Background: an optimization exercise with open tools, aiming at small area and a short achievable clock period. Do not read the settings as production practice.
RTL that was checked went through simulation tests only; none was proved equivalent to the original.
Function not checked in runs 3 and 4: the RTL went through the layout flow alone.
The flow treats the clock pin as an ideal source, which a real chip does not have.
Power figures rest on the tool's default switching activity, not on a simulated workload.

==> flow/design.v <==
module proc (
    input         clk,
    input         reset,
    input         intrq,
    input         ioskp,
    input  [11:0] mq,
    input         mql,
    output        dfrm_n,
    output        jump_n,
    output        intak_n,
    output        ioinst,
    output        mdl_n,
    output [11:0] md_n,
    output        mread_n,
    output        mwrite_n);
    genvar i;
    reg s_f1, s_f2, s_d1, s_d2, s_d3, s_e1, s_e2, s_e3, s_i1;
    reg [11:9] ir;
    reg        ir8;
    reg        iotf;                      
    reg [11:0] ac, ma, pc;
    reg        lnk;
    wire acz     = ~| ac;
    wire ir0     = ir == 3'o0;
    wire ir1     = ir == 3'o1;
    wire ir2     = ir == 3'o2;
    wire ir3     = ir == 3'o3;
    wire ir4     = ir == 3'o4;
    wire ir5     = ir == 3'o5;
    wire ir6     = ir == 3'o6;
    wire ir7     = ir == 3'o7;
    wire iotd    = iotf;
    wire grpa    = s_e1 & ir7 & ~ ma[8];
    wire grpb    = s_e1 & ir7 & ma[8] & ~ iotf;
    wire arith1  = s_e1 & ~ ir[11] & ~ ir[10];
    wire isz1    = s_e1 & ir2;
    wire dca1    = s_e1 & ir3;
    wire jms1    = s_e1 & ir4;
    wire jmp1    = s_e1 & ir5;
    wire iot1    = s_e1 & iotd;
    wire and2    = s_e2 & (ir0 | ir1 & acz);
    wire tad2    = s_e2 & ir1 & ~ acz;
    wire isz2    = s_e2 & ir2;
    wire dca2    = s_e2 & ir3;
    wire jms2    = s_e2 & ir4;
    wire iot2    = s_e2 & iotd;
    wire tad3    = s_e3 & ir[9];      
    wire isz3    = s_e3 & ir[10];
    wire jms3    = s_e3 & ir[11];
    wire autoidx = ma[11:3] == 9'o001;
    wire meminst = ~ (mq[11] & mq[10]);
    wire mqgrpb  = mq[11:8] == 4'b1111 & mq[2:0] == 3'b000;
    wire skip    = s_f2 & mqgrpb & (((lnk & mq[4]) | (acz & mq[5]) | (ac[11] & mq[6])) ^ mq[3]);
    wire [11:0] pcc;
    assign pcc[0] = 1'b1;
    assign pcc[1] = pc[0] | skip;
    generate for (i = 2; i < 12; i = i + 1) begin : g_pcc
        assign pcc[i] = pcc[1] & (& pc[i-1:1]);
    end endgenerate
    wire [11:0] pcinc = pc ^ {pcc[11:1], ~ skip};
    wire [11:0] ix = s_e2 & ir[11] ? ma : mq;
    wire [11:0] ixc;
    assign ixc[0] = 1'b1;
    generate for (i = 1; i < 12; i = i + 1) begin : g_ixc
        assign ixc[i] = & ix[i-1:0];
    end endgenerate
    wire [11:0] ixinc = ix ^ ixc;
    wire e1iot = s_e1 & ir[11] & ir[10];
    wire selp  = s_f1 | s_e2 & ir[11] | e1iot & ~ iotd;               
    wire selm  = s_d1 | s_d3 | s_e1 & ~ (ir[11] & ir[10]) | s_e3;     
    wire sela  = e1iot & iotd | s_e2 & ~ ir[11];                      
    wire [11:0] mdo = {12{selp}} & pc | {12{selm}} & ma | {12{sela}} & ac;
    wire brk = jmp1 | jms3 | grpb;
    assign md_n     = ~ mdo;
    assign mdl_n    = ~ lnk;
    assign mread_n  = ~ (s_f1 | s_d1 | arith1 | isz1 | brk & ~ intrq);
    assign mwrite_n = ~ (s_d1 & autoidx | jms1 | dca1 | isz1 | s_i1);
    assign dfrm_n   = ~ (s_e1 & ~ ir[11] & ir8);
    assign jump_n   = ~ (s_e1 & ir[11] & ~ ir[10]);
    assign intak_n  = ~ s_i1;
    assign ioinst   = iot1;
    wire [11:0] tp = ma;
    wire [11:0] tg = ~ ma & ac;
    wire [2:0]  bg, bp;
    generate for (i = 0; i < 3; i = i + 1) begin : g_blk
        assign bg[i] = tg[4*i+3] | tp[4*i+3] & tg[4*i+2] | tp[4*i+3] & tp[4*i+2] & tg[4*i+1] |
                       tp[4*i+3] & tp[4*i+2] & tp[4*i+1] & tg[4*i];
        assign bp[i] = & tp[4*i+3:4*i];
    end endgenerate
    wire [3:0]  bc;                          
    assign bc[0] = 1'b0;
    assign bc[1] = bg[0];
    assign bc[2] = bg[1] | bp[1] & bg[0];
    assign bc[3] = bg[2] | bp[2] & bg[1] | bp[2] & bp[1] & bg[0];
    wire [11:0] tc;
    generate for (i = 0; i < 3; i = i + 1) begin : g_in
        assign tc[4*i]   = bc[i];
        assign tc[4*i+1] = tg[4*i] | tp[4*i] & bc[i];
        assign tc[4*i+2] = tg[4*i+1] | tp[4*i+1] & tg[4*i] | tp[4*i+1] & tp[4*i] & bc[i];
        assign tc[4*i+3] = tg[4*i+2] | tp[4*i+2] & tg[4*i+1] | tp[4*i+2] & tp[4*i+1] & tg[4*i] |
                           tp[4*i+2] & tp[4*i+1] & tp[4*i] & bc[i];
    end endgenerate
    wire [11:0] tsum = tp ^ tc;
    wire        tlnk = lnk ^ bc[3];
    wire [11:0] gy = (ac & {12{~ ma[7]}}) ^ {12{ma[5]}};
    wire [12:0] gc;
    assign gc[0] = ma[0];
    generate for (i = 1; i < 13; i = i + 1) begin : g_g1
        assign gc[i] = ma[0] & (& gy[i-1:0]);
    end endgenerate
    wire [11:0] gsum = gy ^ gc[11:0];
    wire        newl = ((lnk & ~ ma[6]) ^ ma[4]) ^ gc[12];
    wire [12:0] ls   = {newl, gsum};
    wire r_nop  = ma[3:1] == 3'b000;
    wire r_bsw  = ma[3:1] == 3'b001;
    wire r_ral  = ma[3:1] == 3'b010;
    wire r_rtl  = ma[3:1] == 3'b011;
    wire r_rar  = ma[3:1] == 3'b100;
    wire r_rtr  = ma[3:1] == 3'b101;
    wire r_one  = ma[3] & ma[2];
    wire [12:0] rot = {13{r_nop}} & ls |
                      {13{r_bsw}} & {newl, gsum[5:0], gsum[11:6]} |
                      {13{r_ral}} & {ls[11:0], ls[12]} |
                      {13{r_rtl}} & {ls[10:0], ls[12:11]} |
                      {13{r_rar}} & {ls[0], ls[12:1]} |
                      {13{r_rtr}} & {ls[1:0], ls[12:2]} |
                      {13{r_one}};
    wire endinst = and2 | tad3 | dca2 | isz3 | iot2 | grpa;
    always @(posedge clk or posedge reset) begin
        if (reset) begin
            {s_f1, s_f2, s_d1, s_d2, s_d3, s_e1, s_e2, s_e3, s_i1} <= 9'b100000000;
        end else begin
            s_f1 <= endinst & ~ intrq;
            s_i1 <= (endinst | brk) & intrq;
            s_f2 <= s_f1 | brk & ~ intrq;
            s_d1 <= s_f2 & meminst & mq[8];
            s_d2 <= s_d1;
            s_d3 <= s_d2 & autoidx;
            s_e1 <= s_f2 & ~ (meminst & mq[8]) | s_d2 & ~ autoidx | s_d3;
            s_e2 <= s_e1 & (~ ir[11] | ir4 | iotd) | s_i1;
            s_e3 <= s_e2 & (ir1 & ~ acz | ir2 | ir4);
        end
    end
    wire pcinc_en = s_f2 | isz3 & ~| ma | iot2 & ioskp;
    always @(posedge clk or posedge reset) begin
        if (reset)             pc <= 12'o0000;
        else if (jmp1 | jms3)  pc <= ma;
        else if (pcinc_en)     pc <= pcinc;
    end
    always @(posedge clk) begin
        if (s_i1)      ir <= 3'o4;
        else if (s_f2) ir <= mq[11:9];
        if (s_f2)      ir8 <= mq[8];
        if (s_i1)      iotf <= 1'b0;
        else if (s_f2) iotf <= mq[11:9] == 3'o6 | mq[11:8] == 4'b1111 & (| mq[2:0]);
    end
    always @(posedge clk) begin
        if (s_f2)                              ma <= {meminst ? (pc[11:7] & {5{mq[7]}}) : mq[11:7], mq[6:0]};
        else if (s_d2 & autoidx | isz2 | jms2) ma <= ixinc;
        else if (s_d2)                         ma <= mq;
        else if (tad2)                         ma <= mq ^ ac;
        else if (s_i1)                         ma <= 12'o0000;
    end
    wire acmq = s_e2 & (ir[11] | ~ ir[10]);       
    always @(posedge clk) begin
        if (and2 | iot2 | dca2 | grpb & ma[7] | tad3 | grpa)
            ac <= {12{acmq}} & mq & (ac | {12{ir[9] | ir[11]}}) |
                  {12{tad3}} & tsum |
                  {12{s_e1 & ~ ma[8]}} & rot[11:0];
        if (iot2)       lnk <= mql;
        else if (tad3)  lnk <= tlnk;
        else if (grpa)  lnk <= rot[12];
    end
endmodule
==> flow/flow/run.sh <==
#!/bin/bash
# Standard synthesis, then the combinational logic re-mapped by ABC (flip-flops untouched),
# then the standard layout from the re-mapped netlist. Each tool's output goes to its own log.
set -euo pipefail
W=$(pwd)
F=$W/flow
R=$W/orfs/results/$FLOW_PLATFORM/proc/base
YOSYS=$FLOW_HOME/../tools/install/yosys/bin/yosys
[[ -x $YOSYS ]] || YOSYS=yosys
bash standard.sh synth > $W/log_synth.txt 2>&1
cp $R/1_2_yosys.v $W/standard_netlist.v
if REMAP_LIB=$FLOW_HOME/platforms/sky130hd/lib/sky130_fd_sc_hd__tt_025C_1v80.lib \
   REMAP_IN=$W/standard_netlist.v REMAP_OUT=$W/remap_netlist.v REMAP_TOP=$FLOW_TOP \
   REMAP_ABC=$F/remap.abc REMAP_STAT_IN=$W/remap_stat_in.txt REMAP_STAT_OUT=$W/remap_stat_out.txt \
   $YOSYS -c $F/remap.tcl > $W/log_remap.txt 2>&1 &&
   python3 $F/flops.py $W/standard_netlist.v | sort > $W/flops_standard.txt &&
   python3 $F/flops.py $W/remap_netlist.v | sort > $W/flops_remap.txt &&
   cmp -s $W/flops_standard.txt $W/flops_remap.txt; then
  echo "using the re-mapped netlist" > $W/remap_choice.txt
  cp $W/remap_netlist.v $R/1_2_yosys.v
  rm -f $R/1_synth.odb $R/1_synth.sdc
else
  echo "re-map failed or changed the flip-flops: using the standard netlist" > $W/remap_choice.txt
fi
bash standard.sh "BUFFER_PORTS_ARGS=-buffer_cell sky130_fd_sc_hd__buf_1" finish > $W/log_layout.txt 2>&1
==> flow/flow/flops.py <==
# Prints "celltype instance" for every flip-flop instance in a flat gate-level netlist.
import re, sys
text = open(sys.argv[1]).read()
for m in re.finditer(r'^\s*(sky130_fd_sc_hd__(?:s?e?df\w+|dl\w+))\s+(\S+)\s*\(', text, re.M):
    print(re.sub(r'_\d+$', '', m.group(1)), m.group(2))
==> flow/flow/remap.abc <==
strash
&get -n
&fraig -x
&put
scorr
dc2
strash
&get -n
&deepsyn -T 10
&synch2
&if -g -K 6
&synch2
&nf -p
&put
buffer -c
upsize -c
dnsize -c
==> flow/flow/remap.tcl <==
# Re-map the combinational logic of the standard synthesis netlist with ABC; the flip-flops
# (and tie cells) are kept as they are, with their names and cell types.
yosys -import
set lib $::env(REMAP_LIB)
read_liberty -ignore_miss_func $lib
setattr -mod -set keep_hierarchy 1 sky130_fd_sc_hd__df* sky130_fd_sc_hd__edf* sky130_fd_sc_hd__sdf* sky130_fd_sc_hd__sedf* sky130_fd_sc_hd__dl* sky130_fd_sc_hd__conb*
read_verilog $::env(REMAP_IN)
hierarchy -top $::env(REMAP_TOP)
flatten
set top $::env(REMAP_TOP)
opt -purge $top
tee -o $::env(REMAP_STAT_IN) stat -liberty $lib $top
abc -liberty $lib -dont_use *probe* -dont_use *lpflow* -script $::env(REMAP_ABC) {*}[expr {[info exists ::env(REMAP_D)] ? [list -D $::env(REMAP_D)] : {}}] $top
opt_clean -purge $top
setundef -zero $top
hilomap -singleton -hicell sky130_fd_sc_hd__conb_1 HI -locell sky130_fd_sc_hd__conb_1 LO $top
splitnets $top
opt_clean -purge $top
insbuf -buf sky130_fd_sc_hd__buf_4 A X $top
check $top
tee -o $::env(REMAP_STAT_OUT) stat -liberty $lib $top
select -module $::env(REMAP_TOP)
write_verilog -noattr -nohex -nodec -selected $::env(REMAP_OUT)
==> flow/standard.sh <==
#!/bin/bash
# synth_recipe.tcl (not shown) runs the flow's synth.tcl, then flattens the netlist and writes it again
# the make line also repeats each setting of config.mk as NAME=value (left out here)
make -C /OpenROAD-flow-scripts/flow DESIGN_CONFIG=/design/flow/config.mk WORK_HOME=/design/flow/orfs CLKGATE_MAP_FILE= SYNTH_SCRIPT=/design/flow/synth_recipe.tcl "${@:-finish}"
==> flow/config.mk <==
export PLATFORM = sky130hd
export DESIGN_NAME = proc
export DESIGN_NICKNAME = proc
export VERILOG_FILES = /design/flow/design.v
export SDC_FILE = /design/flow/constraint.sdc
export NUM_CORES = 4
export LEC_CHECK = 0
export CAP_MARGIN = 20
export CORE_MARGIN = 2
export CORE_UTILIZATION = 40
export SETUP_SLACK_MARGIN = 3.3
export SLEW_MARGIN = 20
==> flow/constraint.sdc <==
create_clock -name core_clock -period 6.5 [get_ports {clk}]
set_input_delay 1.3000 -clock core_clock [delete_from_list [all_inputs] [get_ports {clk}]]
set_output_delay 1.3000 -clock core_clock [all_outputs]
set_load 0.01 [all_outputs]
==> results.json, run 1 <==
{
  "status": "finished clean",
  "routabilityCongestion": 0.9630,
  "fmax_mhz": 301.8,
  "chipHeight_um": 112.6,
  "rows": 39,
  "h-tree-depth": 2,
  "cp_max_fo": 6,
  "clk_latency_ps": 300,
  "root_buffer": "clkbuf_16",
  "required_ps": 5200,
  "via_per_inst": 6.450,
  "setup_slack_ps": 3186,
  "cts_made_buffers": 5,
  "syn-num-nets": 601,
  "layout-drive-gt1-share": 0.2350,
  "grt_setup_unrepaired": "true",
  "n_antenna_cell": 0,
  "ant_nets": 0,
  "grt_usage": 0.2778,
  "numPortBuffers": 35,
  "slew_violations": 0,
  "die-area_um2": 12680,
  "hp-class": "reg2reg",
  "vias": 5341,
  "worst_setup_path_start_kind": "register",
  "syn-cell-area_um2": 4720,
  "drt-pass1-iter-count": 7,
  "hold_viol_final": 0,
  "layout_commonest_cell": "nand2_1",
  "routed_wirelength_um": 18450,
  "yosys_warnings": 1,
  "synthCells": 584,
  "cp-end-kind": "output port",
  "syn_to_final_growth_pct": 26.62,
  "clock_sinks": 51,
  "utilization": 0.5211,
  "cts_buffer_depth": 2,
  "start_util": 0.4116,
  "grt_max_degree": 29,
  "place_ws_ps": 2722,
  "grt_antenna_before_repair": 0,
  "cts_tree": "done",
  "power.density_nw_per_um2": 419.7,
  "nNetsFinal": 701,
  "r2r_setup_slack_ps": 3360,
  "dpl.hpwl_um": 12250,
  "setup_violations": 0,
  "die_w_um": 112.6,
  "drc": 0,
  "overflow": 0,
  "cts_hold_buf": 0,
  "fin_crit_ps": 3314,
  "maxCapViolations": 0,
  "setup.worst_path.class": "reg2out",
  "skew_ps": 7.079,
  "clkTransAtPathRegs_ps": 70,
  "period_share": 0.5098,
  "leakagePower_nw": 2.274,
  "core_um2": 11470,
  "grt_pass1_vias": 4879,
  "layout_common_cells": "nand2_1 (77), buf_4 (66), o21ai_0 (60), nor2_1 (44), a21oi_1 (36)",
  "final.fill_count": 1087,
  "slew_headroom": 0.4152,
  "syn_area_per_cell_um2": 8.081,
  "crit_arrival_ps": 2010,
  "grt_pass1_wl_um": 27390,
  "vdd_drop_max_uv": 231.4,
  "drtIter0Drc": 583,
  "setup_tns_ps": 0,
  "worst_pin_slew_ps": 876.3,
  "wl_per_cell_um": 22.29,
  "io_pins": 36
}
==> timing repair <==
item / 4_1_cts / 5_1_grt
cloned: 2 / 1
gates resized for setup: 36 / 42
hold endpoints to repair: 0 / 0
buffers inserted: 30 / 37
endpoints found under the setup margin: 34 / 31
pin swaps: 10 / 24
==> through the flow <==
| step | hold slack [ps] | area, um^2 | power, mW | instances |
|---|---|---|---|---|
| 3_3_place_gp | 433.9 | 4995 | 1.853 | 750 |
| 5_1_grt | 479.4 | 5976 | 2.641 | 828 |
| 2_1_floorplan | 392.0 | 4728 | 1.485 | 584 |
| 3_5_place_dp | 439.6 | 4995 | 1.860 | 750 |
| 6_report | 465.3 | 5976 | 2.508 | 828 |
| 4_1_cts | 459.4 | 5510 | 2.283 | 790 |
==> sequential cells by signal, summed over array words and instances (netlist names) <==
| name | cells |
|---|---|
| ac | 12 |
| ma | 12 |
| pc | 12 |
| ir | 3 |
| iotf | 1 |
| ir8 | 1 |
| lnk | 1 |
| s_d1 | 1 |
| s_d2 | 1 |
| s_d3 | 1 |
| s_e1 | 1 |
| s_e2 | 1 |
| s_e3 | 1 |
| s_f1 | 1 |
| s_f2 | 1 |
| s_i1 | 1 |
==> metal layers <==
metal,vias to the layer above,GRT usage,routed length [um],share of wire
met3,63,0.04482,1774,0.096
met4,0,0.1341,861,0.047
met2,307,0.4551,8760,0.47
li1,2444,-,-,-
met1,2527,0.3572,7056,0.38
met5,-,0,0,0
==> power by group <==
group          switching (mW)  internal (mW)  total (mW)
sequential              0.163          0.473       0.637
combinational           0.941          0.641        1.58
clock                   0.134          0.155       0.289
==> final timing paths <==
kind                                          start           endpoint  cells past startpoint
worst min-delay path                 s_d1$_DFF_PP0_     s_d2$_DFF_PP0_                      0
worst min register to register       s_d1$_DFF_PP0_     s_d2$_DFF_PP0_                      0
min in group asynchronous                     reset  pc[4]$_DFFE_PP0P_                      2
worst max register to register      ac[1]$_DFFE_PP_  pc[9]$_DFFE_PP0P_                     11
worst max-delay path            ir[11]$_SDFFE_PP1P_            md_n[1]                      5
max in group asynchronous                     reset     s_e2$_DFF_PP0_                      2
==> area by class of cell <==
cell class,count,area [um^2],share of cell area
sequential,51,1398,0.2339
clock buffer,6,138.9,0.02324
inverter,15,58.81,0.009841
tap,143,178.9,0.02994
timing repair buffer,106,716.9,0.1200
multi-input combinational,505,3470,0.5806
clock inverter,2,15.01,0.002513
==> worst max-delay path: stages, from the launching register on <==
cell	delay, ps
dfxtp_4	410
nand2_4	80
a2111o_2	550
buf_4	160
a222oi_1	290
buf_2	210
==> inputs of run 2 (changes only) <==
--- a/flow/config.mk
+++ b/flow/config.mk
@@ -9,4 +9,6 @@
 export CORE_MARGIN = 2
 export CORE_UTILIZATION = 40
+export CTS_CLUSTER_DIAMETER = 300
+export CTS_CLUSTER_SIZE = 60
 export SETUP_SLACK_MARGIN = 3.3
 export SLEW_MARGIN = 20
==> run 2 against run 1 <==
Effect of this change: still clean; sequential power rose by 12%; critical path depth fell by 2; combinational power rose by 29%; synthesized cell count rose by 1.7%; cell count fell by 3.6%; largest cell class unchanged.
==> results.json, run 2 <==
{
  "via_per_inst": 6.897,
  "crit_arrival_ps": 1990,
  "drt-pass1-iter-count": 8,
  "grt_antenna_before_repair": 0,
  "h-tree-depth": 2,
  "holdWs_ps": 504.4,
  "cp-end-kind": "output port",
  "status": "finished clean",
  "cp_max_fo": 6,
  "leakagePower_nw": 1.977,
  "rows": 39,
  "power.density_nw_per_um2": 547.7,
  "start_util": 0.4109,
  "grt_setup_unrepaired": "true",
  "vias": 5504,
  "hp-class": "reg2reg",
  "setup_violations": 0,
  "overflow": 0,
  "die-area_um2": 12610,
  "layout_common_cells": "nand2_1 (81), o21ai_0 (62), nor2_1 (42), a21oi_1 (38), buf_4 (33)",
  "final.fill_count": 1145,
  "nNetsFinal": 671,
  "slew_headroom": 0.4078,
  "layout-drive-gt1-share": 0.1573,
  "drc": 0,
  "dpl.hpwl_um": 12760,
  "syn-num-nets": 611,
  "die_w_um": 112.3,
  "syn_to_final_growth_pct": 18.21,
  "worst_setup_path_start_kind": "register",
  "utilization": 0.4858,
  "grt_pass1_vias": 5159,
  "layout_commonest_cell": "nand2_1",
  "cts_tree": "done",
  "numPortBuffers": 35,
  "setup.worst_path.class": "reg2out",
  "grt_pass1_wl_um": 29210,
  "root_buffer": "clkbuf_16",
  "top_regs": "ac x12, ma x12, pc x12",
  "grt_usage": 0.2961,
  "wl_per_cell_um": 23.69,
  "routabilityCongestion": 0.9836,
  "syn-cell-area_um2": 4692,
  "fin_crit_ps": 3294,
  "setup_slack_ps": 3206,
  "clock_sinks": 51,
  "maxCapViolations": 0,
  "synthCells": 594,
  "clk_latency_ps": 320,
  "routed_wirelength_um": 18900,
  "required_ps": 5200,
  "vdd_drop_max_uv": 287.6,
  "cts_buffer_depth": 2,
  "clkTransAtPathRegs_ps": 70,
  "n_antenna_cell": 0,
  "grt_max_degree": 26,
  "drtIter0Drc": 734,
  "hold_viol_final": 0,
  "multiInputGateArea_um2": 3362,
  "io_pins": 36,
  "ant_nets": 0,
  "skew_ps": 15.76,
  "fmax_mhz": 303.6,
  "yosys_warnings": 1,
  "core_um2": 11420,
  "chipHeight_um": 112.3,
  "slew_violations": 0,
  "syn_area_per_cell_um2": 7.899,
  "setup_tns_ps": 0,
  "r2r_setup_slack_ps": 3300,
  "regArea_um2": 1399,
  "place_ws_ps": 2757,
  "worst_pin_slew_ps": 887.4,
  "period_share": 0.5068,
  "cts_made_buffers": 5
}
run 2: where the power goes:
part	switching [mW]	leakage, nW	internal [mW]
clock	0.140	0.0710	0.145
combinational	1.30	1.36	0.742
sequential	0.209	0.543	0.502
run 2: what timing repair did:
item	4_1_cts	5_1_grt
gates cloned	1	0
resized for setup	21	31
hold buffers	0	0
pin swaps	5	9
endpoints found under the setup margin	40	38
setup buffers	14	12
run 2: per-layer routing:
metal  routed length (um)  share of wire  vias up  global-route usage
met4                  942          0.050        0              0.1382
li1                     -              -     2397                   -
met1                 7363           0.39     2617              0.4143
met5                    0              0        -                   0
met3                 2208           0.12       87             0.04158
met2                 8387           0.44      403              0.4538
run 2: cell type report:
cell class | count | area share
inverter | 18 | 0.01218
timing repair buffer | 68 | 0.07083
sequential | 51 | 0.2522
multi-input combinational | 510 | 0.6061
tap | 143 | 0.03226
clock inverter | 2 | 0.003158
clock buffer | 6 | 0.02323
run 2: path summary, 6_finish.rpt:
kind | startpoint | end | cells past startpoint
max reg2reg | ma[7]$_DFFE_PP_ | ac[8]$_DFFE_PP_ | 11
max in group asynchronous | reset | s_e1$_DFF_PP0_ | 2
max | s_d3$_DFF_PP0_ | md_n[0] | 3
min in group asynchronous | reset | pc[5]$_DFFE_PP0P_ | 2
min | s_d1$_DFF_PP0_ | s_d2$_DFF_PP0_ | 0
min reg2reg | s_d1$_DFF_PP0_ | s_d2$_DFF_PP0_ | 0
run 2: worst max-delay path: stages (launching register included):
cell,delay [ps]
dfrtp_1,440
a2111o_2,560
a222oi_1,470
buf_2,210
run 2: stage by stage:
step | power (mW) | std cells | cell area [um^2]
final | 3.038 | 798 | 5547
after global routing | 3.198 | 798 | 5547
after CTS | 2.828 | 786 | 5319
after detailed placement | 2.439 | 763 | 4995
after global placement | 2.449 | 763 | 4995
after floorplan | 1.900 | 594 | 4692
==> inputs of run 3 (changes only) <==
--- a/flow/design.v
+++ b/flow/design.v
@@ -66,13 +66,10 @@
     end endgenerate
     wire [11:0] ixinc = ix ^ ixc;
-    wire e1iot = s_e1 & ir[11] & ir[10];
-    wire selp  = s_f1 | s_e2 & ir[11] | e1iot & ~ iotd;               
-    wire selm  = s_d1 | s_d3 | s_e1 & ~ (ir[11] & ir[10]) | s_e3;     
-    wire sela  = e1iot & iotd | s_e2 & ~ ir[11];                      
-    wire [11:0] mdo = {12{selp}} & pc | {12{selm}} & ma | {12{sela}} & ac;
+    reg q_selp, q_selm, q_sela, q_rda, q_rdb;
+    wire [11:0] mdo = {12{q_selp}} & pc | {12{q_selm}} & ma | {12{q_sela}} & ac;
     wire brk = jmp1 | jms3 | grpb;
     assign md_n     = ~ mdo;
     assign mdl_n    = ~ lnk;
-    assign mread_n  = ~ (s_f1 | s_d1 | arith1 | isz1 | brk & ~ intrq);
+    assign mread_n  = ~ (q_rda | q_rdb & ~ intrq);
     assign mwrite_n = ~ (s_d1 & autoidx | jms1 | dca1 | isz1 | s_i1);
     assign dfrm_n   = ~ (s_e1 & ~ ir[11] & ir8);
@@ -127,17 +124,35 @@
                       {13{r_one}};
     wire endinst = and2 | tad3 | dca2 | isz3 | iot2 | grpa;
+    wire n_f1 = endinst & ~ intrq;
+    wire n_i1 = (endinst | brk) & intrq;
+    wire n_f2 = s_f1 | brk & ~ intrq;
+    wire n_d1 = s_f2 & meminst & mq[8];
+    wire n_d3 = s_d2 & autoidx;
+    wire f2e1 = s_f2 & ~ (meminst & mq[8]);                  
+    wire ide1 = s_d2 & ~ autoidx | s_d3;                      
+    wire n_e1 = f2e1 | ide1;
+    wire n_e2 = s_e1 & (~ ir[11] | ir4 | iotd) | s_i1;
+    wire n_e3 = s_e2 & (ir1 & ~ acz | ir2 | ir4);
+    wire mqiot = mq[11:9] == 3'o6 | mq[11:8] == 4'b1111 & (| mq[2:0]);
     always @(posedge clk or posedge reset) begin
         if (reset) begin
             {s_f1, s_f2, s_d1, s_d2, s_d3, s_e1, s_e2, s_e3, s_i1} <= 9'b100000000;
+            {q_selp, q_selm, q_sela, q_rda, q_rdb} <= 5'b10010;
         end else begin
-            s_f1 <= endinst & ~ intrq;
-            s_i1 <= (endinst | brk) & intrq;
-            s_f2 <= s_f1 | brk & ~ intrq;
-            s_d1 <= s_f2 & meminst & mq[8];
+            s_f1 <= n_f1;
+            s_i1 <= n_i1;
+            s_f2 <= n_f2;
+            s_d1 <= n_d1;
             s_d2 <= s_d1;
-            s_d3 <= s_d2 & autoidx;
-            s_e1 <= s_f2 & ~ (meminst & mq[8]) | s_d2 & ~ autoidx | s_d3;
-            s_e2 <= s_e1 & (~ ir[11] | ir4 | iotd) | s_i1;
-            s_e3 <= s_e2 & (ir1 & ~ acz | ir2 | ir4);
+            s_d3 <= n_d3;
+            s_e1 <= n_e1;
+            s_e2 <= n_e2;
+            s_e3 <= n_e3;
+            q_selp <= n_f1 | jms1 | s_i1 | s_f2 & mqgrpb;
+            q_selm <= s_f2 & meminst | s_d2 | s_d3 | s_e2 & (ir2 | ir4);
+            q_sela <= s_f2 & mqiot | dca1;
+            q_rda  <= n_f1 | n_d1 | f2e1 & ~ mq[11] & ~ (mq[10] & mq[9]) |
+                      ide1 & ~ ir[11] & ~ (ir[10] & ir[9]);
+            q_rdb  <= f2e1 & mq[11:9] == 3'o5 | ide1 & ir5 | s_e2 & ir4 | s_f2 & mqgrpb;
         end
     end
@@ -153,5 +168,5 @@
         if (s_f2)      ir8 <= mq[8];
         if (s_i1)      iotf <= 1'b0;
-        else if (s_f2) iotf <= mq[11:9] == 3'o6 | mq[11:8] == 4'b1111 & (| mq[2:0]);
+        else if (s_f2) iotf <= mqiot;
     end
     always @(posedge clk) begin
--- a/flow/flow/run.sh
+++ b/flow/flow/run.sh
@@ -23,3 +23,3 @@
   echo "re-map failed or changed the flip-flops: using the standard netlist" > $W/remap_choice.txt
 fi
-bash standard.sh "BUFFER_PORTS_ARGS=-buffer_cell sky130_fd_sc_hd__buf_1" finish > $W/log_layout.txt 2>&1
+bash standard.sh > $W/log_layout.txt 2>&1
--- a/flow/config.mk
+++ b/flow/config.mk
@@ -9,6 +9,4 @@
 export CORE_MARGIN = 2
 export CORE_UTILIZATION = 40
-export CTS_CLUSTER_DIAMETER = 300
-export CTS_CLUSTER_SIZE = 60
-export SETUP_SLACK_MARGIN = 3.3
+export SETUP_SLACK_MARGIN = 3.0
 export SLEW_MARGIN = 20
==> run 3 against run 2 <==
Effect of this change: sequential share of layout area is 0.17 points higher; sequential power up 17%; power up 1.6%; routed wire length grew 4.7%; cell area increased by 7.8%; area after synthesis rose by 6.1%; core utilization increased by 0.99 points; critical endpoint is now md_n[2]; combinational power decreased by 4%; hold slack worse by 120 ps; clock skew fell by 7.3 ps; critical path type unchanged; highest routed layer unchanged; maximum frequency fell by 4.7%.
==> results.json, run 3 <==
{
  "critPathTopFamily": "flip-flops",
  "maxCapViolations": 0,
  "leakagePower_nw": 2.312,
  "fin_crit_ps": 3455,
  "status": "finished clean",
  "dpl.hpwl_um": 13660,
  "slew_headroom": 0.3676,
  "grt_usage": 0.2990,
  "syn_to_final_growth_pct": 20.11,
  "cts_tree": "done",
  "cts_hold_buf": 0,
  "h-tree-depth": 2,
  "worst_setup_path_start_kind": "register",
  "clkTransAtPathRegs_ps": 80,
  "chipHeight_um": 115.6,
  "fmax_mhz": 289.4,
  "cts_buffer_depth": 2,
  "place_area_um2": 5508,
  "intPower_mw": 1.465,
  "grt_antenna_before_repair": 0,
  "root_buffer": "clkbuf_16",
  "required_ps": 5200,
  "period_share": 0.5316,
  "skew_ps": 8.413,
  "drc": 0,
  "layout_common_cells": "nand2_1 (105), a21oi_1 (44), o21ai_0 (42), nor2_1 (42), buf_4 (41)",
  "seqPwrFrac": 0.270,
  "syn-cell-area_um2": 4977,
  "final_area_um2": 5978,
  "top_regs": "ac x12, ma x12, pc x12",
  "p_switching_mw": 1.620,
  "ant_nets": 0,
  "grt_max_degree": 30,
  "combPwrFrac": 0.636,
  "n_antenna_cell": 0,
  "max_stage_delay_ps": 730,
  "clock_sinks": 56,
  "drtIter0Drc": 690,
  "cp_max_fo": 14,
  "cp_num_buf_inv": 1,
  "power.density_nw_per_um2": 516.1,
  "clk_latency_ps": 320,
  "syn-num-nets": 646,
  "start_util": 0.4127,
  "nNetsFinal": 714,
  "syn_area_per_cell_um2": 7.913,
  "cts_made_buffers": 5,
  "grt_pass1_vias": 5113,
  "routed_wirelength_um": 19800,
  "die-area_um2": 13350,
  "vias": 5612,
  "die_w_um": 115.6,
  "vdd_drop_max_uv": 202.9,
  "worst_pin_slew_ps": 938.7,
  "clkPwrFrac": 0.094,
  "numPortBuffers": 35,
  "overflow": 0,
  "crit_slowest_cell": "edfxtp_1",
  "cp-end-kind": "output port",
  "routabilityCongestion": 0.9936,
  "layout-drive-gt1-share": 0.1103,
  "rows": 40,
  "yosys_warnings": 1,
  "hold_viol_final": 0,
  "io_pins": 36,
  "setup_violations": 0,
  "grt_setup_unrepaired": "false",
  "synthCells": 629,
  "wl_per_cell_um": 22.86,
  "via_per_inst": 6.480,
  "p_sw_frac": 0.5252,
  "final.fill_count": 1190,
  "setup_tns_ps": 0,
  "hp-class": "reg2reg",
  "slew_violations": 0,
  "core_um2": 12060,
  "layout_commonest_cell": "nand2_1",
  "drt-pass1-iter-count": 6,
  "path_cells": "a222oi_1, clkdlybuf4s50_1",
  "grt_pass1_wl_um": 30170,
  "setup.worst_path.class": "reg2out",
  "crit_arrival_ps": 2160
}
==> run 3: cell type report <==
cell class	instances	area (um^2)	share of cell area
multi-input combinational	529	3341	0.5588
timing repair buffer	76	653.1	0.1093
clock buffer	5	125.1	0.02093
clock inverter	3	22.52	0.003767
sequential	56	1518	0.2539
tap	168	210.2	0.03516
inverter	29	108.9	0.01821
==> run 3: worst paths after layout <==
path | startpoint | to | slack (ps) | depth (start not counted)
worst max-delay path | ma[2]$_DFFE_PP_ | md_n[2] | 3040 | 2
worst min-delay path | s_d1$_DFF_PP0_ | s_d2$_DFF_PP0_ | 390 | 0
worst max register to register | ac[5]$_DFFE_PP_ | ac[11]$_DFFE_PP_ | 3100 | 10
worst min register to register | s_d1$_DFF_PP0_ | s_d2$_DFF_PP0_ | 390 | 0
max in group asynchronous | reset | q_selp$_DFF_PP1_ | 4780 | 2
min in group asynchronous | reset | q_sela$_DFF_PP0_ | 1340 | 2
==> run 3: metrics by stage <==
| stage | hold slack (ps) | utilization | worst slack (ps) | power, mW | std cells |
|---|---|---|---|---|---|
| after floorplan | 354.0 | - | 3402 | 1.951 | 629 |
| after global placement | 363.2 | 0.4566 | 2160 | 2.539 | 821 |
| after detailed placement | 363.1 | 0.4566 | 2094 | 2.557 | 821 |
| after CTS | 381.3 | 0.4850 | 3012 | 2.966 | 852 |
| after global routing | 398.9 | 0.4956 | 2977 | 3.261 | 866 |
| final | 386.5 | 0.4956 | 3045 | 3.085 | 866 |
==> run 3: metal layers <==
| layer | wire length [um] | up-vias | track usage | part of all wire |
|---|---|---|---|---|
| met3 | 1925 | 62 | 0.05282 | 0.097 |
| met1 | 8278 | 2702 | 0.4107 | 0.42 |
| met2 | 8822 | 332 | 0.4651 | 0.45 |
| met5 | 0 | - | 0 | 0 |
| met4 | 771 | 0 | 0.1253 | 0.039 |
| li1 | - | 2516 | - | - |
==> run 3: repair_timing <==
| item | 4_1_cts | 5_1_grt |
|---|---|---|
| cloned | 0 | 1 |
| buffers inserted | 23 | 13 |
| pin swaps | 1 | 3 |
| endpoints found under the setup margin | 27 | 21 |
| resized for setup | 11 | 9 |
==> run 3: power groups by stage <==
| stage | registers, mW | clock network (mW) | logic [mW] |
|---|---|---|---|
| after floorplan | 0.791 | 0 | 1.16 |
| after global placement | 0.924 | 0 | 1.61 |
| after detailed placement | 0.927 | 0 | 1.63 |
| after CTS | 0.835 | 0.295 | 1.84 |
| after global routing | 0.842 | 0.305 | 2.11 |
| final | 0.832 | 0.291 | 1.96 |
==> inputs of run 4 (changes only) <==
--- a/flow/flow/run.sh
+++ b/flow/flow/run.sh
@@ -23,3 +23,3 @@
   echo "re-map failed or changed the flip-flops: using the standard netlist" > $W/remap_choice.txt
 fi
-bash standard.sh > $W/log_layout.txt 2>&1
+bash standard.sh "BUFFER_PORTS_ARGS=-buffer_cell sky130_fd_sc_hd__buf_1" finish > $W/log_layout.txt 2>&1
==> run 4 against run 3 <==
Effect of this change: still clean; first-iteration DRC count up 9.3%; critical path depth up 7; area after synthesis up 2.3%; cell count down 0.23%; non-clock buffer count down 31; flip-flop and latch count unchanged; largest power group unchanged.
==> results.json, run 4 <==
{
  "status": "finished clean",
  "vdd_drop_max_uv": 214.0,
  "layout-drive-gt1-share": 0.05925,
  "drc": 0,
  "grt_max_degree": 35,
  "die-area_um2": 13650,
  "cp-end-kind": "register",
  "overflow": 0,
  "leakagePower_nw": 2.053,
  "syn-num-nets": 667,
  "h-tree-depth": 2,
  "numPortBuffers": 35,
  "clk_latency_ps": 310,
  "hold_start": "s_d1$_DFF_PP0_",
  "nNetsFinal": 708,
  "start_util": 0.4069,
  "slew_violations": 0,
  "worst_pin_slew_ps": 885.4,
  "required_ps": 6560,
  "cts_hold_buf": 0,
  "place_ws_ps": 2876,
  "grt_setup_unrepaired": "false",
  "grt_usage": 0.2834,
  "hp-class": "reg2reg",
  "setup_slack_ps": 3111,
  "grt_pass1_wl_um": 29640,
  "vias": 5678,
  "dp.cells": 851,
  "skew_ps": 10.62,
  "yosys_warnings": 1,
  "cts_made_buffers": 5,
  "cp_max_fo": 26,
  "utilization": 0.4500,
  "drtIter0Drc": 754,
  "cts_tree": "done",
  "routabilityCongestion": 0.9398,
  "chipHeight_um": 116.8,
  "layout_commonest_cell": "nand2_1",
  "slew_headroom": 0.4098,
  "setup_tns_ps": 0,
  "die_w_um": 116.8,
  "wl_per_cell_um": 22.16,
  "n_antenna_cell": 0,
  "maxCapViolations": 0,
  "dpl.hpwl_um": 13430,
  "via_per_inst": 6.572,
  "ant_nets": 0,
  "grt_antenna_before_repair": 0,
  "place_area_um2": 5435,
  "syn_to_final_growth_pct": 10.59,
  "setup.worst_path.class": "reg2reg",
  "grt_pass1_vias": 5308,
  "routed_wirelength_um": 19140,
  "io_pins": 36,
  "final_area_um2": 5633,
  "root_buffer": "clkbuf_16",
  "r2r_start": "ma[5]$_DFFE_PP_",
  "setup_violations": 0,
  "clock_sinks": 56,
  "cp-startpoint": "ma[5]$_DFFE_PP_",
  "layout_common_cells": "nand2_1 (89), o21ai_0 (65), a21oi_1 (51), nor2_1 (49), xnor2_1 (36)",
  "clkTransAtPathRegs_ps": 80,
  "syn_area_per_cell_um2": 7.836,
  "syn-cell-area_um2": 5094,
  "hold_viol_final": 0,
  "period_share": 0.5214,
  "top_regs": "ac x12, ma x12, pc x12",
  "cts_buffer_depth": 2,
  "synthCells": 650,
  "core_um2": 12520,
  "worst_setup_path_start_kind": "register",
  "power.density_nw_per_um2": 489.8,
  "fin_crit_ps": 3389,
  "rows": 41,
  "fmax_mhz": 295.1,
  "final_cells": 864,
  "crit_arrival_ps": 3450,
  "drt-pass1-iter-count": 9
}
==> run 4: repair_timing <==
item | in CTS | in global routing
buffers inserted | 0 | 5
gates resized for setup | 0 | 1
setup endpoints to repair | 0 | 3
endpoints found under the hold margin | 0 | 0
==> run 4: worst paths after layout <==
check	cells after the start	slack (ps)	to
setup / recovery	9	3110	ac[6]$_DFFE_PP_
hold / removal	0	390	s_d2$_DFF_PP0_
setup reg to reg	9	3110	ac[6]$_DFFE_PP_
hold reg to reg	0	390	s_d2$_DFF_PP0_
max in group asynchronous	2	5110	q_rda$_DFF_PP1_
min in group asynchronous	2	1010	pc[6]$_DFFE_PP0P_
==> run 4: report_power, final <==
group / internal [mW] / switching, mW / total, mW
clock: 0.149 / 0.147 / 0.296
combinational: 0.578 / 1.00 / 1.58
sequential: 0.549 / 0.332 / 0.882
==> run 4: metal layers <==
metal	part of all wire	up-vias	GRT usage
li1	-	2576	-
met1	0.41	2713	0.3899
met2	0.46	342	0.4509
met3	0.095	47	0.04377
met4	0.032	0	0.1090
met5	0	-	0
==> run 4: area by class of cell <==
| class | count | area (um^2) |
|---|---|---|
| clock inverters | 3 | 28.78 |
| fillers | 1292 | 6884 |
| flip-flops and latches | 56 | 1515 |
| clock buffers | 5 | 125.1 |
| repair buffers | 45 | 206.4 |
| well taps | 172 | 215.2 |
| inverters | 22 | 82.58 |
| multi-input cells | 561 | 3460 |
==> run 4: critical path: stages (launching register included) <==
cell and delay (ps):
edfxtp_1 570, buf_4 380, or4b_1 510, a2111o_1 420, nand4_1 120, nor3b_4 410, nor2_1 110, o31ai_1 280
o2111a_1 260, o21ai_0 80
==> run 4: stage by stage <==
| step | total power, mW | hold WS, ps |
|---|---|---|
| after global routing | 2.926 | 397.5 |
| final | 2.759 | 389.3 |
| after detailed placement | 2.396 | 370.4 |
| after CTS | 2.699 | 389.1 |
| after global placement | 2.381 | 367.2 |
| after floorplan | 1.863 | 354.0 |
==> inputs of run 5 (changes only) <==
--- a/flow/design.v
+++ b/flow/design.v
@@ -66,10 +66,13 @@
     end endgenerate
     wire [11:0] ixinc = ix ^ ixc;
-    reg q_selp, q_selm, q_sela, q_rda, q_rdb;
-    wire [11:0] mdo = {12{q_selp}} & pc | {12{q_selm}} & ma | {12{q_sela}} & ac;
+    wire e1iot = s_e1 & ir[11] & ir[10];
+    wire selp  = s_f1 | s_e2 & ir[11] | e1iot & ~ iotd;               
+    wire selm  = s_d1 | s_d3 | s_e1 & ~ (ir[11] & ir[10]) | s_e3;     
+    wire sela  = e1iot & iotd | s_e2 & ~ ir[11];                      
+    wire [11:0] mdo = {12{selp}} & pc | {12{selm}} & ma | {12{sela}} & ac;
     wire brk = jmp1 | jms3 | grpb;
     assign md_n     = ~ mdo;
     assign mdl_n    = ~ lnk;
-    assign mread_n  = ~ (q_rda | q_rdb & ~ intrq);
+    assign mread_n  = ~ (s_f1 | s_d1 | arith1 | isz1 | brk & ~ intrq);
     assign mwrite_n = ~ (s_d1 & autoidx | jms1 | dca1 | isz1 | s_i1);
     assign dfrm_n   = ~ (s_e1 & ~ ir[11] & ir8);
@@ -124,35 +127,17 @@
                       {13{r_one}};
     wire endinst = and2 | tad3 | dca2 | isz3 | iot2 | grpa;
-    wire n_f1 = endinst & ~ intrq;
-    wire n_i1 = (endinst | brk) & intrq;
-    wire n_f2 = s_f1 | brk & ~ intrq;
-    wire n_d1 = s_f2 & meminst & mq[8];
-    wire n_d3 = s_d2 & autoidx;
-    wire f2e1 = s_f2 & ~ (meminst & mq[8]);                  
-    wire ide1 = s_d2 & ~ autoidx | s_d3;                      
-    wire n_e1 = f2e1 | ide1;
-    wire n_e2 = s_e1 & (~ ir[11] | ir4 | iotd) | s_i1;
-    wire n_e3 = s_e2 & (ir1 & ~ acz | ir2 | ir4);
-    wire mqiot = mq[11:9] == 3'o6 | mq[11:8] == 4'b1111 & (| mq[2:0]);
     always @(posedge clk or posedge reset) begin
         if (reset) begin
             {s_f1, s_f2, s_d1, s_d2, s_d3, s_e1, s_e2, s_e3, s_i1} <= 9'b100000000;
-            {q_selp, q_selm, q_sela, q_rda, q_rdb} <= 5'b10010;
         end else begin
-            s_f1 <= n_f1;
-            s_i1 <= n_i1;
-            s_f2 <= n_f2;
-            s_d1 <= n_d1;
+            s_f1 <= endinst & ~ intrq;
+            s_i1 <= (endinst | brk) & intrq;
+            s_f2 <= s_f1 | brk & ~ intrq;
+            s_d1 <= s_f2 & meminst & mq[8];
             s_d2 <= s_d1;
-            s_d3 <= n_d3;
-            s_e1 <= n_e1;
-            s_e2 <= n_e2;
-            s_e3 <= n_e3;
-            q_selp <= n_f1 | jms1 | s_i1 | s_f2 & mqgrpb;
-            q_selm <= s_f2 & meminst | s_d2 | s_d3 | s_e2 & (ir2 | ir4);
-            q_sela <= s_f2 & mqiot | dca1;
-            q_rda  <= n_f1 | n_d1 | f2e1 & ~ mq[11] & ~ (mq[10] & mq[9]) |
-                      ide1 & ~ ir[11] & ~ (ir[10] & ir[9]);
-            q_rdb  <= f2e1 & mq[11:9] == 3'o5 | ide1 & ir5 | s_e2 & ir4 | s_f2 & mqgrpb;
+            s_d3 <= s_d2 & autoidx;
+            s_e1 <= s_f2 & ~ (meminst & mq[8]) | s_d2 & ~ autoidx | s_d3;
+            s_e2 <= s_e1 & (~ ir[11] | ir4 | iotd) | s_i1;
+            s_e3 <= s_e2 & (ir1 & ~ acz | ir2 | ir4);
         end
     end
@@ -168,5 +153,5 @@
         if (s_f2)      ir8 <= mq[8];
         if (s_i1)      iotf <= 1'b0;
-        else if (s_f2) iotf <= mqiot;
+        else if (s_f2) iotf <= mq[11:9] == 3'o6 | mq[11:8] == 4'b1111 & (| mq[2:0]);
     end
     always @(posedge clk) begin
==> flow/flow/run.sh (replaced) <==
#!/bin/bash
# Standard synthesis; then the combinational logic re-mapped by ABC with a few random seeds
# (flip-flops untouched), keeping the smallest result whose unplaced timing is within reach;
# then the standard layout from that netlist. Each tool's output goes to its own log.
set -euo pipefail
W=$(pwd)
F=$W/flow
R=$W/orfs/results/$FLOW_PLATFORM/proc/base
YOSYS=$FLOW_HOME/../tools/install/yosys/bin/yosys
[[ -x $YOSYS ]] || YOSYS=yosys
LIB=$FLOW_HOME/platforms/sky130hd/lib/sky130_fd_sc_hd__tt_025C_1v80.lib
bash standard.sh synth > $W/log_synth.txt 2>&1
cp $R/1_2_yosys.v $W/standard_netlist.v
python3 $F/flops.py $W/standard_netlist.v | sort > $W/flops_standard.txt

remap() {   # $1 = seed
  local s=$1 d=$W/remap_$1
  mkdir -p $d
  sed "s/SEED/$s/" $F/remap.abc > $d/remap.abc
  REMAP_LIB=$LIB REMAP_IN=$W/standard_netlist.v REMAP_OUT=$d/netlist.v REMAP_TOP=$FLOW_TOP \
  REMAP_ABC=$d/remap.abc REMAP_STAT_IN=$d/stat_in.txt REMAP_STAT_OUT=$d/stat_out.txt \
    timeout 600 $YOSYS -c $F/remap.tcl > $d/log_remap.txt 2>&1 || return 0
  python3 $F/flops.py $d/netlist.v | sort > $d/flops.txt
  cmp -s $W/flops_standard.txt $d/flops.txt || return 0
  PRE_NETLIST=$d/netlist.v timeout 300 openroad -no_init -exit $F/pre_sta.tcl > $d/log_sta.txt 2>&1 || return 0
  local area slack
  area=$(grep -o "Chip area for module[^:]*: [0-9.]*" $d/stat_out.txt | awk '{print $NF}')
  slack=$(grep -o "WORST_SLACK [-0-9.e]*" $d/log_sta.txt | awk '{print $2}')
  [[ -n "$area" && -n "$slack" ]] && echo "$s $area $slack" > $d/result.txt
  return 0
}
for s in 0 1 2 3 4 5 6 7; do remap $s & done
wait
cat $W/remap_*/result.txt > $W/remap_results.txt 2>/dev/null || true
# smallest area among results whose unplaced period (clock period less slack) is at most 3.2 ns
best=$(awk -v p=$FLOW_PERIOD_NS '$2 > 0 && p - $3 <= 3.2 {print}' $W/remap_results.txt | sort -k2 -g | head -1 | awk '{print $1}')
if [[ -z "$best" ]]; then
  best=$(sort -k3 -g -r $W/remap_results.txt | head -1 | awk '{print $1}')
fi
if [[ -n "$best" ]]; then
  echo "using the re-mapped netlist of seed $best" > $W/remap_choice.txt
  cp $W/remap_$best/netlist.v $R/1_2_yosys.v
  rm -f $R/1_synth.odb $R/1_synth.sdc
else
  echo "no re-mapped netlist: using the standard netlist" > $W/remap_choice.txt
fi
bash standard.sh "BUFFER_PORTS_ARGS=-buffer_cell sky130_fd_sc_hd__buf_1" finish > $W/log_layout.txt 2>&1
==> flow/flow/pre_sta.tcl (new file) <==
# Pre-layout timing of a gate netlist (no wires, ideal clock): prints the worst setup slack.
set p $::env(FLOW_HOME)/platforms/sky130hd
read_lef $p/lef/sky130_fd_sc_hd.tlef
read_lef $p/lef/sky130_fd_sc_hd_merged.lef
read_liberty $p/lib/sky130_fd_sc_hd__tt_025C_1v80.lib
read_verilog $::env(PRE_NETLIST)
link_design $::env(FLOW_TOP)
read_sdc $::env(FLOW_SDC)
puts "WORST_SLACK [sta::worst_slack -max]"
--- a/flow/flow/remap.abc
+++ b/flow/flow/remap.abc
@@ -7,5 +7,5 @@
 strash
 &get -n
-&deepsyn -T 10
+&deepsyn -J 40 -T 200 -S SEED
 &synch2
 &if -g -K 6
--- a/flow/config.mk
+++ b/flow/config.mk
@@ -9,4 +9,4 @@
 export CORE_MARGIN = 2
 export CORE_UTILIZATION = 40
-export SETUP_SLACK_MARGIN = 3.0
+export SETUP_SLACK_MARGIN = 3.2
 export SLEW_MARGIN = 20
==> run 5 against run 4 <==
Effect of this change: hold slack better by 140 ps; largest cell class unchanged; largest power group unchanged; combinational power up 43%; critical endpoint is now md_n[0]; clock power is 2% lower; die area down 4.2%; first-iteration DRC count down 11%; critical path depth decreased by 4; power up 27%; still clean on timing, DRC and antenna.
==> results.json, run 5 <==
{
  "status": "finished clean",
  "yosys_warnings": 1,
  "dpl.hpwl_um": 13760,
  "die_w_um": 114.4,
  "wl_per_cell_um": 24.55,
  "r2r_setup_slack_ps": 3290,
  "setup_violations": 0,
  "syn_area_per_cell_um2": 8.042,
  "crit_arrival_ps": 2050,
  "slew_headroom": 0.4003,
  "worstReg2RegEnd": "ac[4]$_DFFE_PP_",
  "cts_tree": "done",
  "final.fill_count": 1192,
  "cts_buffer_depth": 2,
  "clkTransAtPathRegs_ps": 70,
  "layout-drive-gt1-share": 0.1185,
  "slew_violations": 0,
  "root_buffer": "clkbuf_16",
  "top_regs": "ac x12, ma x12, pc x12",
  "grt_pass1_wl_um": 30110,
  "maxCapViolations": 0,
  "hold_start": "ir[10]$_SDFFE_PP0P_",
  "n_antenna_cell": 0,
  "clk_latency_ps": 320,
  "layout_commonest_cell": "nand2_1",
  "via_per_inst": 6.902,
  "overflow": 0,
  "worst_setup_path_start_kind": "register",
  "hp-class": "reg2reg",
  "nNetsFinal": 674,
  "multiInputGateArea_um2": 3462,
  "layout_common_cells": "nand2_1 (80), o21ai_0 (41), nor2_1 (40), a21oi_1 (33), xnor2_1 (32)",
  "r2r_start": "ma[7]$_DFFE_PP_",
  "ant_nets": 0,
  "crit_slowest_cell": "or3_4",
  "h-tree-depth": 2,
  "required_ps": 5200,
  "io_pins": 36,
  "cp_max_fo": 6,
  "start_util": 0.4074,
  "chipHeight_um": 114.4,
  "core_um2": 11960,
  "grt_pass1_vias": 5275,
  "path_cells": "buf_6, and2_4, or3_4, a222oi_1, buf_2",
  "fmax_mhz": 298.8,
  "grt_usage": 0.3021,
  "utilization": 0.4646,
  "syn-num-nets": 623,
  "die-area_um2": 13080,
  "grt_max_degree": 28,
  "worst_pin_slew_ps": 899.5,
  "cp_num_buf_inv": 2,
  "grt_antenna_before_repair": 0,
  "drt-pass1-iter-count": 8,
  "drtIter0Drc": 670,
  "skew_ps": 9.222,
  "setup_tns_ps": 0,
  "holdWs_ps": 525.3,
  "grt_setup_unrepaired": "true",
  "total_power_mw": 3.512,
  "syn_to_final_growth_pct": 14.04,
  "vias": 5556,
  "rows": 40,
  "leakagePower_nw": 2.004,
  "numPortBuffers": 35,
  "holdPathStages": 2,
  "hold_viol_final": 0,
  "min_to": "s_f1$_DFF_PP1_",
  "critPathTopFamily": "simple AND/OR/NAND/NOR gates",
  "regArea_um2": 1396,
  "cp-end-kind": "output port",
  "max_stage_delay_ps": 430,
  "drc": 0,
  "setup.worst_path.class": "reg2out",
  "power.density_nw_per_um2": 631.9,
  "vdd_drop_max_uv": 250.0,
  "routabilityCongestion": 0.9667,
  "synthCells": 606,
  "fin_crit_ps": 3346,
  "cts_made_buffers": 5,
  "reg2reg_depth": 8,
  "routed_wirelength_um": 19760,
  "clock_sinks": 51,
  "period_share": 0.5148,
  "syn-cell-area_um2": 4873
}
-- run 5: cell type report --
class,count,area share
Inverter,20,0.01351
Sequential cell,51,0.2512
Clock buffer,5,0.02251
Clock inverter,3,0.004052
Timing Repair Buffer,55,0.05268
Multi-Input combinational cell,524,0.6229
Tap cell,147,0.03309
-- run 5: worst min-delay path, cell delays in order (launching register included) --
cell     delay (ps)
dfxtp_4         380
nand2_1          80
a21oi_1          60
-- run 5: worst max-delay path by stage --
stage	slack [ps]	end	depth (start not counted)	startpoint
finish	3150	md_n[0]	5	ir[11]$_SDFFE_PP1P_
global route	3070	md_n[0]	5	ir[11]$_SDFFE_PP1P_
CTS	3170	md_n[11]	4	ir[11]$_SDFFE_PP1P_
detailed placement	2930	pc[11]$_DFFE_PP0P_	8	mq[5]
global placement	2980	pc[11]$_DFFE_PP0P_	8	mq[5]
floorplan	3420	md_n[0]	5	s_e2$_DFF_PP0_
-- run 5: routing by layer --
layer | vias to the layer above | wire (um) | global-route usage
li1 | 2460 | - | -
met1 | 2639 | 7658 | 0.3999
met2 | 379 | 9177 | 0.4836
met3 | 78 | 1993 | 0.04129
met4 | 0 | 931 | 0.1512
met5 | - | 0 | 0
-- run 5: what timing repair did --
action	in CTS	in global routing
resized for setup	14	26
endpoints found under the setup margin	16	24
gates cloned	2	0
endpoints found under the hold margin	0	0
setup buffers	5	11
hold buffers	0	0
pin swaps	4	13
-- run 5: per-stage QoR --
step,cells,instance area [um^2],setup slack (ps)
floorplan,606,4873,3416
global placement,779,5169,2981
detailed placement,779,5169,2928
CTS,794,5403,3169
global route,805,5558,3066
finish,805,5558,3154
-- run 5: power breakdown --
group          internal, mW  total, mW  leakage (nW)  switching (mW)
clock                 0.145      0.289        0.0742           0.144
sequential            0.565      0.962         0.554           0.397
combinational         0.871       2.26          1.38            1.39
==> inputs of run 6 (changes only) <==
--- a/flow/config.mk
+++ b/flow/config.mk
@@ -9,4 +9,4 @@
 export CORE_MARGIN = 2
 export CORE_UTILIZATION = 40
-export SETUP_SLACK_MARGIN = 3.2
+export SETUP_SLACK_MARGIN = 3.0
 export SLEW_MARGIN = 20
==> run 6 against run 5 <==
Effect of this change: still clean on timing, DRC and antenna; cell count fell by 1.2%; via count decreased by 1.6%; hold slack improved by 20 ps; power down 2.3%; global-route usage is 0.81 points lower; critical path depth is 1 lower; count of clock-buffer cells in the layout did not move; first-iteration DRC count decreased by 0.45%; clock power about the same; sequential share of layout area increased by 0.58 points; non-clock buffer count decreased by 10; area after synthesis unchanged; critical endpoint is now md_n[6]; largest power group unchanged.
==> results.json, run 6 <==
{
  "status": "finished clean",
  "grt_setup_unrepaired": "true",
  "top_regs": "ac x12, ma x12, pc x12",
  "cts_buffer_depth": 2,
  "syn-cell-area_um2": 4873,
  "routabilityCongestion": 0.9667,
  "numPortBuffers": 35,
  "place_ws_ps": 2928,
  "layout-drive-gt1-share": 0.08488,
  "clk_latency_ps": 320,
  "critPathTopFamily": "simple AND/OR/NAND/NOR gates",
  "period_share": 0.5274,
  "yosys_warnings": 1,
  "ant_nets": 0,
  "slew_headroom": 0.3465,
  "root_buffer": "clkbuf_16",
  "seqPwrFrac": 0.280,
  "cts_hold_buf": 0,
  "vdd_drop_max_uv": 244.2,
  "wl_met3_um": 1798,
  "p_switching_mw": 1.901,
  "setup.worst_path.class": "reg2out",
  "clkPwrFrac": 0.084,
  "vias": 5466,
  "slew_violations": 0,
  "hold_start": "ir[10]$_SDFFE_PP0P_",
  "grt_pass1_wl_um": 29470,
  "core_um2": 11960,
  "clkTransAtPathRegs_ps": 80,
  "hold_viol_final": 0,
  "syn_area_per_cell_um2": 8.042,
  "routed_wirelength_um": 19550,
  "required_ps": 5200,
  "combPwrFrac": 0.636,
  "hp-class": "reg2reg",
  "crit_slowest_cell": "or3_2",
  "place_area_um2": 5169,
  "crit_arrival_ps": 2130,
  "via_per_inst": 6.875,
  "worst_setup_path_start_kind": "register",
  "maxCapViolations": 0,
  "layout_commonest_cell": "nand2_1",
  "final.fill_count": 1207,
  "nNetsFinal": 664,
  "cts_made_buffers": 5,
  "grt_usage": 0.2941,
  "grt_max_degree": 28,
  "r2r_start": "ma[7]$_DFFE_PP_",
  "io_pins": 36,
  "synthCells": 606,
  "dr_wl_met2_um": 9017,
  "layout_common_cells": "nand2_1 (80), o21ai_0 (41), nor2_1 (40), a21oi_1 (34), buf_1 (34)",
  "setup_slack_ps": 3072,
  "path_cells": "and2_4, or3_2, a222oi_1, buf_1",
  "cp_num_buf_inv": 1,
  "grt_pass1_vias": 5215,
  "max_stage_delay_ps": 570,
  "die_w_um": 114.4,
  "intPower_mw": 1.528,
  "wl_per_cell_um": 24.59,
  "clock_sinks": 51,
  "drt-met1-wl_um": 7820,
  "total_power_mw": 3.430,
  "cp_max_fo": 8,
  "fmax_mhz": 291.7,
  "die-area_um2": 13080,
  "p_sw_frac": 0.5543,
  "dpl.hpwl_um": 13760,
  "worst_pin_slew_ps": 977.8,
  "final_area_um2": 5413,
  "syn_to_final_growth_pct": 11.07,
  "h-tree-depth": 2,
  "syn-num-nets": 623,
  "setup_tns_ps": 0,
  "n_antenna_cell": 0,
  "holdWs_ps": 545.0,
  "rows": 40,
  "top_layer_used": "met4",
  "cts_tree": "done",
  "chipHeight_um": 114.4,
  "cp-startpoint": "s_e2$_DFF_PP0_",
  "cp-end-kind": "output port",
  "leakagePower_nw": 1.925,
  "drtIter0Drc": 667,
  "grt_antenna_before_repair": 0,
  "drt-pass1-iter-count": 8,
  "fin_crit_ps": 3428,
  "overflow": 0,
  "power.density_nw_per_um2": 633.6,
  "drc": 0,
  "start_util": 0.4074,
  "skew_ps": 12.18,
  "setup_violations": 0
}
## run 6: cell count changes in the layout (fill, tap and decap cells not counted), sizes merged
| cell | previous run | this run |
|---|---|---|
| buf | 52 | 45 |
| clkbuf | 8 | 5 |
## run 6: final timing paths
check	endpoint	slack, ps	depth (start not counted)
hold / removal	s_f1$_DFF_PP1_	550	2
setup / recovery	md_n[6]	3070	4
max in group asynchronous	s_e1$_DFF_PP0_	4790	2
hold reg to reg	s_f1$_DFF_PP1_	550	2
min in group asynchronous	pc[9]$_DFFE_PP0P_	1120	2
setup reg to reg	ac[9]$_DFFE_PP_	3160	7
## run 6: worst register-to-register path, stage by stage, from the launching register on
cell and delay, ps:
edfxtp_1 340, buf_4 330, and4b_1 320, a211o_1 440, maj3_2 370, a2111oi_1 900, nor3_1 150, o31ai_1 300
## run 6: routing by layer
metal  vias up  global-route usage
li1       2446                   -
met1      2570              0.3926
met2       377              0.4635
met3        73             0.03812
met4         0              0.1569
met5         -                   0
## run 6: layout make-up
type / count / area (um^2) / share of cell area
clock inverters: 3 / 22.52 / 0.004161
well taps: 147 / 183.9 / 0.03398
multi-input cells: 524 / 3407 / 0.6295
inverters: 20 / 75.07 / 0.01387
clock buffers: 5 / 125.1 / 0.02312
flip-flops and latches: 51 / 1391 / 0.2570
repair buffers: 45 / 207.7 / 0.03837
## run 6: timing repair
item	in CTS	in global routing
buffers inserted	0	6
gates resized for setup	5	8
endpoints found under the hold margin	0	0
pin swaps	1	4
setup endpoints to repair	13	11
gates cloned	0	2
## run 6: power by group through the flow
stage / Combinational (mW) / Clock [mW] / Sequential, mW
after floorplan: 1.46 / 0 / 0.826
after global placement: 2.04 / 0 / 0.939
after detailed placement: 2.05 / 0 / 0.939
after CTS: 2.07 / 0.291 / 0.938
after global routing: 2.35 / 0.300 / 0.982
final: 2.18 / 0.287 / 0.961
## run 6: through the flow
step	std cells	util
2_1_floorplan	606	-
3_3_place_gp	779	0.4321
5_1_grt	795	0.4525
3_5_place_dp	779	0.4321
6_report	795	0.4525
4_1_cts	787	0.4453
==> inputs of run 7 (changes only) <==
--- a/flow/flow/run.sh
+++ b/flow/flow/run.sh
@@ -1,4 +1,4 @@
 #!/bin/bash
-# Standard synthesis; then the combinational logic re-mapped by ABC with a few random seeds
+# Standard synthesis; then the combinational logic re-mapped by ABC with 16 random seeds
 # (flip-flops untouched), keeping the smallest result whose unplaced timing is within reach;
 # then the standard layout from that netlist. Each tool's output goes to its own log.
@@ -32,7 +32,9 @@
 for s in 0 1 2 3 4 5 6 7; do remap $s & done
 wait
+for s in 8 9 10 11 12 13 14 15; do remap $s & done
+wait
 cat $W/remap_*/result.txt > $W/remap_results.txt 2>/dev/null || true
-# smallest area among results whose unplaced period (clock period less slack) is at most 3.2 ns
-best=$(awk -v p=$FLOW_PERIOD_NS '$2 > 0 && p - $3 <= 3.2 {print}' $W/remap_results.txt | sort -k2 -g | head -1 | awk '{print $1}')
+# smallest area among results whose unplaced period (clock period less slack) is at most 3.3 ns
+best=$(awk -v p=$FLOW_PERIOD_NS '$2 > 0 && p - $3 <= 3.3 {print}' $W/remap_results.txt | sort -k2 -g | head -1 | awk '{print $1}')
 if [[ -z "$best" ]]; then
   best=$(sort -k3 -g -r $W/remap_results.txt | head -1 | awk '{print $1}')
==> flow/flow/remap.abc (replaced) <==
strash
&get -n
&fraig -x
&put
scorr
dc2
strash
&get -n
&deepsyn -J 40 -T 400 -S SEED
&synch2
&if -g -K 6
&synch2
&nf -p
&put
buffer -c
upsize -c
dnsize -c
--- a/flow/config.mk
+++ b/flow/config.mk
@@ -8,5 +8,5 @@
 export CAP_MARGIN = 20
 export CORE_MARGIN = 2
-export CORE_UTILIZATION = 40
+export CORE_UTILIZATION = 50
 export SETUP_SLACK_MARGIN = 3.0
 export SLEW_MARGIN = 20
==> run 7 against run 6 <==
Effect of this change: core utilization grew 11 points; critical path depth is the same; sequential share of layout area grew 1.3 points; maximum frequency shrank 0.56%; power shrank 14%; sequential power shrank 12%; via count shrank 3.9%; cell area shrank 4.6%; cell count shrank 8.3%; clock skew grew 0.69 ps; area after synthesis shrank 5.0%; largest power group unchanged; highest routed layer unchanged.
==> results.json, run 7 <==
{
  "status": "finished clean",
  "synthCells": 565,
  "intPower_mw": 1.321,
  "setup_violations": 0,
  "h-tree-depth": 2,
  "maxCapViolations": 0,
  "path_cells": "nand2_1, a2111o_2, a222oi_1, buf_1",
  "cts_hold_buf": 0,
  "grt_antenna_before_repair": 0,
  "clkPwrFrac": 0.072,
  "max_stage_delay_ps": 580,
  "setup_tns_ps": 0,
  "grt_pass1_wl_um": 27850,
  "routabilityCongestion": 0.9992,
  "syn_area_per_cell_um2": 8.194,
  "required_ps": 5200,
  "fmax_mhz": 290.1,
  "cts_buffer_depth": 2,
  "cp-startpoint": "ir[11]$_SDFFE_PP1P_",
  "grt_max_degree": 29,
  "vdd_drop_max_uv": 266.6,
  "clk_latency_ps": 320,
  "slew_headroom": 0.2637,
  "utilization": 0.5672,
  "final.fill_count": 888,
  "seqPwrFrac": 0.284,
  "die-area_um2": 10050,
  "clkTransAtPathRegs_ps": 110,
  "layout_commonest_cell": "nand2_1",
  "layout-drive-gt1-share": 0.08414,
  "drt-pass1-iter-count": 9,
  "reg2reg_depth": 8,
  "top_regs": "ac x12, ma x12, pc x12",
  "slew_violations": 0,
  "rows": 35,
  "top_layer_used": "met4",
  "power.density_nw_per_um2": 572.2,
  "ant_nets": 0,
  "r2r_start": "ac[3]$_DFFE_PP_",
  "start_util": 0.5082,
  "drc": 0,
  "grt_pass1_vias": 4798,
  "hp-class": "reg2reg",
  "dr_wl_met2_um": 8267,
  "overflow": 0,
  "io_pins": 36,
  "clock_sinks": 51,
  "crit_arrival_ps": 2150,
  "drt-met1-wl_um": 7294,
  "die_w_um": 100.2,
  "worst_pin_slew_ps": 1102,
  "holdPathStages": 0,
  "syn-num-nets": 582,
  "syn_to_final_growth_pct": 11.59,
  "combPwrFrac": 0.644,
  "vias": 5253,
  "cts_made_buffers": 5,
  "root_buffer": "clkbuf_8",
  "grt_setup_unrepaired": "true",
  "cp-end-kind": "output port",
  "drtIter0Drc": 795,
  "p_sw_frac": 0.5531,
  "dpl.hpwl_um": 12860,
  "crit_slowest_cell": "a2111o_2",
  "holdWs_ps": 485.1,
  "period_share": 0.5304,
  "syn-cell-area_um2": 4629,
  "core_um2": 9109,
  "fin_crit_ps": 3447,
  "layout_common_cells": "nand2_1 (70), a21oi_1 (40), o21ai_0 (39), buf_1 (35), nor2_1 (34)",
  "routed_wirelength_um": 18370,
  "hold_start": "s_d1$_DFF_PP0_",
  "nNetsFinal": 634,
  "numPortBuffers": 35,
  "via_per_inst": 7.206,
  "worst_setup_path_start_kind": "register",
  "n_antenna_cell": 0,
  "total_power_mw": 2.956,
  "chipHeight_um": 100.2,
  "p_switching_mw": 1.635,
  "grt_usage": 0.3627,
  "setup.worst_path.class": "reg2out",
  "cts_tree": "done",
  "r2r_setup_slack_ps": 3070,
  "hold_viol_final": 0,
  "leakagePower_nw": 1.958,
  "wl_per_cell_um": 25.20,
  "wl_met3_um": 2188,
  "yosys_warnings": 1,
  "skew_ps": 12.87,
  "cp_max_fo": 13
}
run 7: what timing repair did:
action | 4_1_cts | 5_1_grt
setup endpoints to repair | 13 | 22
buffers inserted | 0 | 13
pin swaps | 0 | 8
cloned | 0 | 1
resized for setup | 9 | 6
run 7: power by group through the flow:
stage | clock, mW | sequential (mW) | combinational [mW]
after detailed placement | 0 | 0.846 | 1.75
after global placement | 0 | 0.846 | 1.73
after global routing | 0.226 | 0.855 | 2.04
final | 0.212 | 0.841 | 1.90
after floorplan | 0 | 0.782 | 1.20
after CTS | 0.214 | 0.841 | 1.76
run 7: worst max-delay path: cells and delay by family (launching register included):
kind,cells,cell delay (ps)
AOI/OAI and AO/OA,2,1000
DFF,1,460
buffers and inverters,1,190
and+or+nand+nor,1,160
run 7: per-layer routing:
| metal | up-vias | global-route usage |
|---|---|---|
| met4 | 0 | 0.1243 |
| met3 | 58 | 0.05084 |
| met5 | - | 0 |
| met1 | 2476 | 0.5217 |
| met2 | 412 | 0.5596 |
| li1 | 2307 | - |
run 7: final cells by class:
cell class	instances	area [um^2]	share of cell area
multi-input cells	486	3177	0.6149
flip-flops and latches	51	1396	0.2703
repair buffers	56	292.8	0.05667
well taps	111	138.9	0.02688
clock buffers	6	82.58	0.01598
inverters	17	63.81	0.01235
clock inverters	2	15.01	0.002906
run 7: final timing paths:
check | to
max | md_n[3]
min | s_d2$_DFF_PP0_
max reg2reg | ac[10]$_DFFE_PP_
min reg2reg | s_d2$_DFF_PP0_
max in group asynchronous | s_e2$_DFF_PP0_
min in group asynchronous | pc[7]$_DFFE_PP0P_
run 7: stage by stage:
| step | cells | area, um^2 | setup slack (ps) |
|---|---|---|---|
| 2_1_floorplan | 565 | 4629 | 3327 |
| 3_3_place_gp | 707 | 4915 | 2996 |
| 3_5_place_dp | 707 | 4915 | 2873 |
| 4_1_cts | 715 | 5034 | 3002 |
| 5_1_grt | 729 | 5166 | 2970 |
| 6_report | 729 | 5166 | 3053 |

Setup slack of run 7, layout unchanged: 3.053 ns with ideal ports, 3.020 ns with driving cells assumed (clock clkbuf_16, inputs buf_2), 2.853 ns with port delays also shifted by the 0.350 ns mid clock arrival.
